This design comes from an exercise in tuning for small area on the open sky130 flow, not from production work.
Only simulation tests tie the RTL to the original design; equivalence was not proved.
Power and IR drop assume default switching activity.

== job 5811 ==
==> flow/design.v (excerpt) <==
module vending_machine #(
    parameter int NUM_ITEMS    = 10,
    parameter int MAX_CLIENTS  = 100,
    parameter logic [31:0] ADMIN_PASSWORD = 32'hA5A5_F00D
)(
    input  logic               clk,
    input  logic               rst_n,
    input  logic [31:0]        regs_data_in,
    output logic [31:0]        regs_data_out,
    input  logic               regs_we,
    input  logic [7:0]         regs_addr,
    input  logic               id_valid,
    input  logic [8:0]         client_id,
    input  logic [5:0]         coin_in,
    input  logic [1:0]         currency_type,
    input  logic               coin_insert,
    input  logic [NUM_ITEMS-1:0] item_select,
    input  logic               confirm,
    input  logic               admin_mode,
    input  logic [31:0]        admin_password,
    input  logic               tamper_detect,
    input  logic               jam_detect,
    input  logic               power_loss,
    output logic                 access_error,
    output logic [NUM_ITEMS-1:0] item_out,
    output logic [31:0]          change_out,
    output logic                 no_change,
    output logic [NUM_ITEMS-1:0] item_empty,
    output logic [7:0]           client_points,
    output logic                 alarm
);
    logic        admin_access_granted;
    logic [31:0] r_cfg;             
    logic [7:0]  r_max_clients;
    logic [31:0] r_current_admin_password;
    wire [10:0] r_idle_timeout  = r_cfg[23:13];
    wire [7:0]  r_exchange_rate = r_cfg[31:24];
    always_ff @(posedge clk or negedge rst_n) begin
  ...
Settings: LEC_CHECK=0, CAP_MARGIN=20, CORE_MARGIN=2, CORE_UTILIZATION=40, SLEW_MARGIN=20, SYNTH_HIERARCHICAL=1; clock period 30.0 ns.
standard.sh (not shown) runs the stock make flow with config.mk's settings and CLKGATE_MAP_FILE= SYNTH_SCRIPT=/design/flow/synth_recipe.tcl, a recipe that flattens the netlist after the stock synthesis.
==> flow/flow/run.sh <==
#!/bin/bash
# Own layout flow: the standard ORFS flow (standard.sh), run with a
# private copy of the ORFS scripts in which the ABC mapping script is the
# area-oriented one in flow/abc_area.script, and with the ports buffered
# by the smallest buffer. Clock tree: clkbuf_16 leaf clusters of up to 30
# flip-flops, without dummy loads. All of make's output (every tool) goes to
# flow_make.log here; ORFS keeps each step's log under orfs/logs/.
set -euo pipefail
work=$(pwd)
rm -rf "$work/orfs_scripts"
cp -r "$FLOW_HOME/scripts" "$work/orfs_scripts"
cp "$work/flow/abc_area.script" "$work/orfs_scripts/abc_speed.script"
bash "$work/standard.sh" "SCRIPTS_DIR=$work/orfs_scripts" \
    "BUFFER_PORTS_ARGS=-buffer_cell sky130_fd_sc_hd__buf_1" \
    "CTS_ARGS=-sink_clustering_enable -repair_clock_nets -dont_use_dummy_load -buf_list sky130_fd_sc_hd__clkbuf_16 -sink_clustering_size 30 -sink_clustering_max_diameter 60" \
    finish > "$work/flow_make.log" 2>&1
==> flow/flow/abc_area.script <==
strash
dc2
dch -f
amap
strash
dc2
dch -f
amap
topo
#### Input delta (job 6334 over job 5811)
-- flow/config.mk --
<<< job 5811, line 10
export CORE_UTILIZATION = 40
>>> job 6334, line 10
export CORE_UTILIZATION = 70
export PLACE_DENSITY = 0.85
### Flow results
The higher overall power of the completed layout came out of job 5811. Half-perimeter wire length after detailed placement: job 6334 < job 5811. Summary: with job 5811 as the reference, total length of routed wires in job 6334 moved down slightly. Of job 6334 and job 5811, the run reporting the lower number of vias in the routed layout was job 5811. Comparing job 6334 and job 5811, the lower met3 layer usage reported by global route is on job 5811. The standard cells in job 6334 occupy less silicon area than those in job 5811 do. Job 5811 -> job 6334: achievable clock frequency flat. Diff job 5811 -> job 6334 | normalized max-slew margin | decrease of 6.0 points.
For job 2788, these inputs were changed with respect to job 6334:
-- flow/config.mk --
<<< job 6334, line 10
export CORE_UTILIZATION = 70
export PLACE_DENSITY = 0.85
>>> job 2788, line 10
export CORE_UTILIZATION = 60
export PLACE_DENSITY = 0.75
Results
- Summary of job 2788 over job 6334: met2 routing resource usage after global routing decreased by 9.4 points relative to the old numbers; area of the core increased by 17% relative to the old numbers.
- Summary of the comparison: utilization is lower in job 2788, relative to job 6334.
- Area after synthesis came out exactly the same in job 2788 and job 6334.

---

vending_machine, a different RTL version from the one above (not shown whole).
For scale: roughly 4100 cells after synthesis, about 1300 flip-flops, roughly 200 I/O pins, roughly 48000 um^2 of cells after synthesis.
Design vending_machine, start of the top module:
module vending_machine #(
    parameter int NUM_ITEMS    = 10,
    parameter int MAX_CLIENTS  = 100,
    parameter logic [31:0] ADMIN_PASSWORD = 32'hA5A5_F00D
)(
    input  logic               clk,
    input  logic               rst_n,
    input  logic [31:0]        regs_data_in,
    output logic [31:0]        regs_data_out,
    input  logic               regs_we,
    input  logic [7:0]         regs_addr,
    input  logic               id_valid,
    input  logic [8:0]         client_id,
    input  logic [5:0]         coin_in,
    input  logic [1:0]         currency_type,
    input  logic               coin_insert,
    input  logic [NUM_ITEMS-1:0] item_select,
    input  logic               confirm,
    input  logic               admin_mode,
    input  logic [31:0]        admin_password,
    input  logic               tamper_detect,
    input  logic               jam_detect,
    input  logic               power_loss,
    output logic                 access_error,
  ...
==> flow/config.mk <==
export PLATFORM = sky130hd
export DESIGN_NAME = vending_machine
export DESIGN_NICKNAME = vending_machine
export VERILOG_FILES = /design/flow/design.v
export SDC_FILE = /design/flow/constraint.sdc
export NUM_CORES = 4
export LEC_CHECK = 0
export CAP_MARGIN = 20
export CORE_MARGIN = 2
export CORE_UTILIZATION = 70
export PLACE_DENSITY = 0.85
export SLEW_MARGIN = 20
export SYNTH_HIERARCHICAL = 1
==> flow/constraint.sdc <==
create_clock -name core_clock -period 30.0 [get_ports {clk}]
set_input_delay 6.0000 -clock core_clock [delete_from_list [all_inputs] [get_ports {clk}]]
set_output_delay 6.0000 -clock core_clock [all_outputs]
set_load 0.01 [all_outputs]
==> flow/flow/run.sh <==
#!/bin/bash
# Own layout flow: the standard ORFS flow (standard.sh), run with a
# private copy of the ORFS scripts in which the ABC mapping script is the
# area-oriented one in flow/abc_area.script (deepsyn, then mapping with amap), and with the ports buffered
# by the smallest buffer. Clock tree: clkbuf_16 leaf clusters of up to 30
# flip-flops, without dummy loads. All of make's output (every tool) goes to
# flow_make.log here; ORFS keeps each step's log under orfs/logs/.
set -euo pipefail
work=$(pwd)
rm -rf "$work/orfs_scripts"
cp -r "$FLOW_HOME/scripts" "$work/orfs_scripts"
cp "$work/flow/abc_area.script" "$work/orfs_scripts/abc_speed.script"
bash "$work/standard.sh" "SCRIPTS_DIR=$work/orfs_scripts" \
    "BUFFER_PORTS_ARGS=-buffer_cell sky130_fd_sc_hd__buf_1" \
    "CTS_ARGS=-sink_clustering_enable -repair_clock_nets -dont_use_dummy_load -buf_list sky130_fd_sc_hd__clkbuf_16 -sink_clustering_size 30 -sink_clustering_max_diameter 60" \
    finish > "$work/flow_make.log" 2>&1
==> flow/flow/abc_area.script <==
strash
&get -n
&deepsyn -T 30
&put
dch -f
amap
topo
The baseline finished with timing, DRC and antenna clean.
==> next run, changes <==
--- a/flow/flow/run.sh
+++ b/flow/flow/run.sh
@@ -2,5 +2,5 @@
 # Own layout flow: the standard ORFS flow (standard.sh), run with a
 # private copy of the ORFS scripts in which the ABC mapping script is the
-# area-oriented one in flow/abc_area.script (deepsyn, then mapping with amap), and with the ports buffered
+# area-oriented one in flow/abc_area.script, and with the ports buffered
 # by the smallest buffer. Clock tree: clkbuf_16 leaf clusters of up to 30
 # flip-flops, without dummy loads. All of make's output (every tool) goes to
==> flow/flow/abc_area.script (replaced) <==
strash
dc2
dch -f
amap
strash
dc2
dch -f
amap
topo
--- a/flow/config.mk
+++ b/flow/config.mk
@@ -8,6 +8,6 @@
 export CAP_MARGIN = 20
 export CORE_MARGIN = 2
-export CORE_UTILIZATION = 70
-export PLACE_DENSITY = 0.85
+export CORE_UTILIZATION = 75
+export PLACE_DENSITY = 0.9
 export SLEW_MARGIN = 20
 export SYNTH_HIERARCHICAL = 1
Via count is higher by 7.9%.
Area after synthesis is higher by 1.0%.
Non-clock buffer count is lower by 7.
Count of clock-buffer cells in the layout is lower by 8.
Cell count is higher by 2.6%.
Total power is lower by 3.7%.
Critical path depth is lower by 2.
Synthesized cell count is higher by 4.3%.
Hold slack gets worse by 0.036 ns.
Maximum frequency is higher by 3.4%.
Global-route usage is higher by 7.0 points.
==> next run, changes <==
--- a/flow/flow/run.sh
+++ b/flow/flow/run.sh
@@ -2,5 +2,5 @@
 # Own layout flow: the standard ORFS flow (standard.sh), run with a
 # private copy of the ORFS scripts in which the ABC mapping script is the
-# area-oriented one in flow/abc_area.script, and with the ports buffered
+# area-oriented one in flow/abc_area.script (deepsyn, then mapping with amap), and with the ports buffered
 # by the smallest buffer. Clock tree: clkbuf_16 leaf clusters of up to 30
 # flip-flops, without dummy loads. All of make's output (every tool) goes to
==> flow/flow/abc_area.script (replaced) <==
strash
&get -n
&deepsyn -T 30
&put
dch -f
amap
topo
--- a/flow/config.mk
+++ b/flow/config.mk
@@ -6,8 +6,8 @@
 export NUM_CORES = 4
 export LEC_CHECK = 0
-export CAP_MARGIN = 20
+export CAP_MARGIN = 12
 export CORE_MARGIN = 2
 export CORE_UTILIZATION = 75
 export PLACE_DENSITY = 0.9
-export SLEW_MARGIN = 20
+export SLEW_MARGIN = 12
 export SYNTH_HIERARCHICAL = 1
After rerunning:
- The new run completed with no timing, DRC or antenna violations
- clock skew goes down by 0.042 ns
- via count goes down by a few percent
- setup slack is worse by 0.96 ns
==> next run, changes <==
--- a/flow/config.mk
+++ b/flow/config.mk
@@ -6,8 +6,8 @@
 export NUM_CORES = 4
 export LEC_CHECK = 0
-export CAP_MARGIN = 12
+export CAP_MARGIN = 20
 export CORE_MARGIN = 2
 export CORE_UTILIZATION = 75
 export PLACE_DENSITY = 0.9
-export SLEW_MARGIN = 12
+export SLEW_MARGIN = 20
 export SYNTH_HIERARCHICAL = 1
- combinational power hardly moves
- wire length decreases slightly
- sequential power stays flat
- synthesized cell count does not change
- worst hold slack loses 0.0087 ns
- sequential share of layout area is about the same

---

== run A ==
vending_machine again, from the RTL that the note above started with.
Settings: LEC_CHECK=0, CAP_MARGIN=20, CORE_MARGIN=2, CORE_UTILIZATION=70, PLACE_DENSITY=0.85, SLEW_MARGIN=20, SYNTH_HIERARCHICAL=1; clock period 30.0 ns.
==> flow/flow/run.sh <==
#!/bin/bash
# Own layout flow: the standard ORFS flow (standard.sh), run with a
# private copy of the ORFS scripts in which the ABC mapping script is the
# area-oriented one in flow/abc_area.script, and with the ports buffered
# by the smallest buffer. Clock tree: clkbuf_16 leaf clusters of up to 30
# flip-flops, without dummy loads. All of make's output (every tool) goes to
# flow_make.log here; ORFS keeps each step's log under orfs/logs/.
set -euo pipefail
work=$(pwd)
rm -rf "$work/orfs_scripts"
cp -r "$FLOW_HOME/scripts" "$work/orfs_scripts"
cp "$work/flow/abc_area.script" "$work/orfs_scripts/abc_speed.script"
bash "$work/standard.sh" "SCRIPTS_DIR=$work/orfs_scripts" \
    "BUFFER_PORTS_ARGS=-buffer_cell sky130_fd_sc_hd__buf_1" \
    "CTS_ARGS=-sink_clustering_enable -repair_clock_nets -dont_use_dummy_load -buf_list sky130_fd_sc_hd__clkbuf_16 -sink_clustering_size 30 -sink_clustering_max_diameter 60" \
    finish > "$work/flow_make.log" 2>&1
==> flow/flow/abc_area.script <==
strash
dc2
dch -f
amap
strash
dc2
dch -f
amap
topo
Run A: PASS, flow complete, no timing, DRC or antenna violations
Inputs modified between run A and run B:
- changing CORE_UTILIZATION from 70 to 60
- changing PLACE_DENSITY from 0.85 to 0.75
==> comparison <==
Summary of the comparison: logic depth of the worst setup path including buffers is higher in run B, relative to run A. Highest attainable clock frequency (run B over run A): decrease, 0.00021 GHz. When the final numbers for run A and run B were put side by side, the sequential share of layout area turned out to be smaller in run B.

[what the ideal ports hide]
No port has a modelled driver above. Below, the same layouts with a new extraction and two added sets of constraints.
Step 1 assumes that a clkbuf_16 drives the clock port and a buf_2 every other input.
Step 2 moves the port delays by t, midway between the first and last clock arrival at a register: inputs arrive t later, outputs are due t later. That takes back most of the time a late clock gives input paths.
Three values: ideal, step 1, step 2; two values: the first two.
| run | t, ns | setup slack, ns | worst setup path after step 2 | clock arrival spread, ns | cell pins on the clock port's net |
|---|---|---|---|---|---|
| job 5811 | 0.783 | 11.820 / 11.820 / 11.820 | register to register | 0.154 / 0.154 | 1 |
| job 6334 | 0.686 | 11.853 / 11.853 / 11.853 | register to register | 0.094 / 0.095 | 1 |
| job 2788 | 0.694 | 11.793 / 11.793 / 11.793 | register to register | 0.108 / 0.107 | 1 |
| the first run of note 2 | 0.689 | 11.673 / 11.673 / 11.673 | register to register | 0.105 / 0.105 | 1 |
| the second run of note 2 | 0.716 | 12.277 / 12.277 / 12.277 | register to register | 0.157 / 0.157 | 1 |
| the third run of note 2 | 0.703 | 11.318 / 11.318 / 11.318 | register to register | 0.115 / 0.114 | 1 |
| the fourth run of note 2 | 0.706 | 11.404 / 11.404 / 11.404 | register to register | 0.129 / 0.129 | 1 |
| run A | 0.675 | 12.352 / 12.352 / 12.352 | register to register | 0.104 / 0.104 | 1 |
| run B | 0.685 | 12.287 / 12.287 / 12.287 | register to register | 0.102 / 0.102 | 1 |
After both steps every run listed still meets setup and hold.
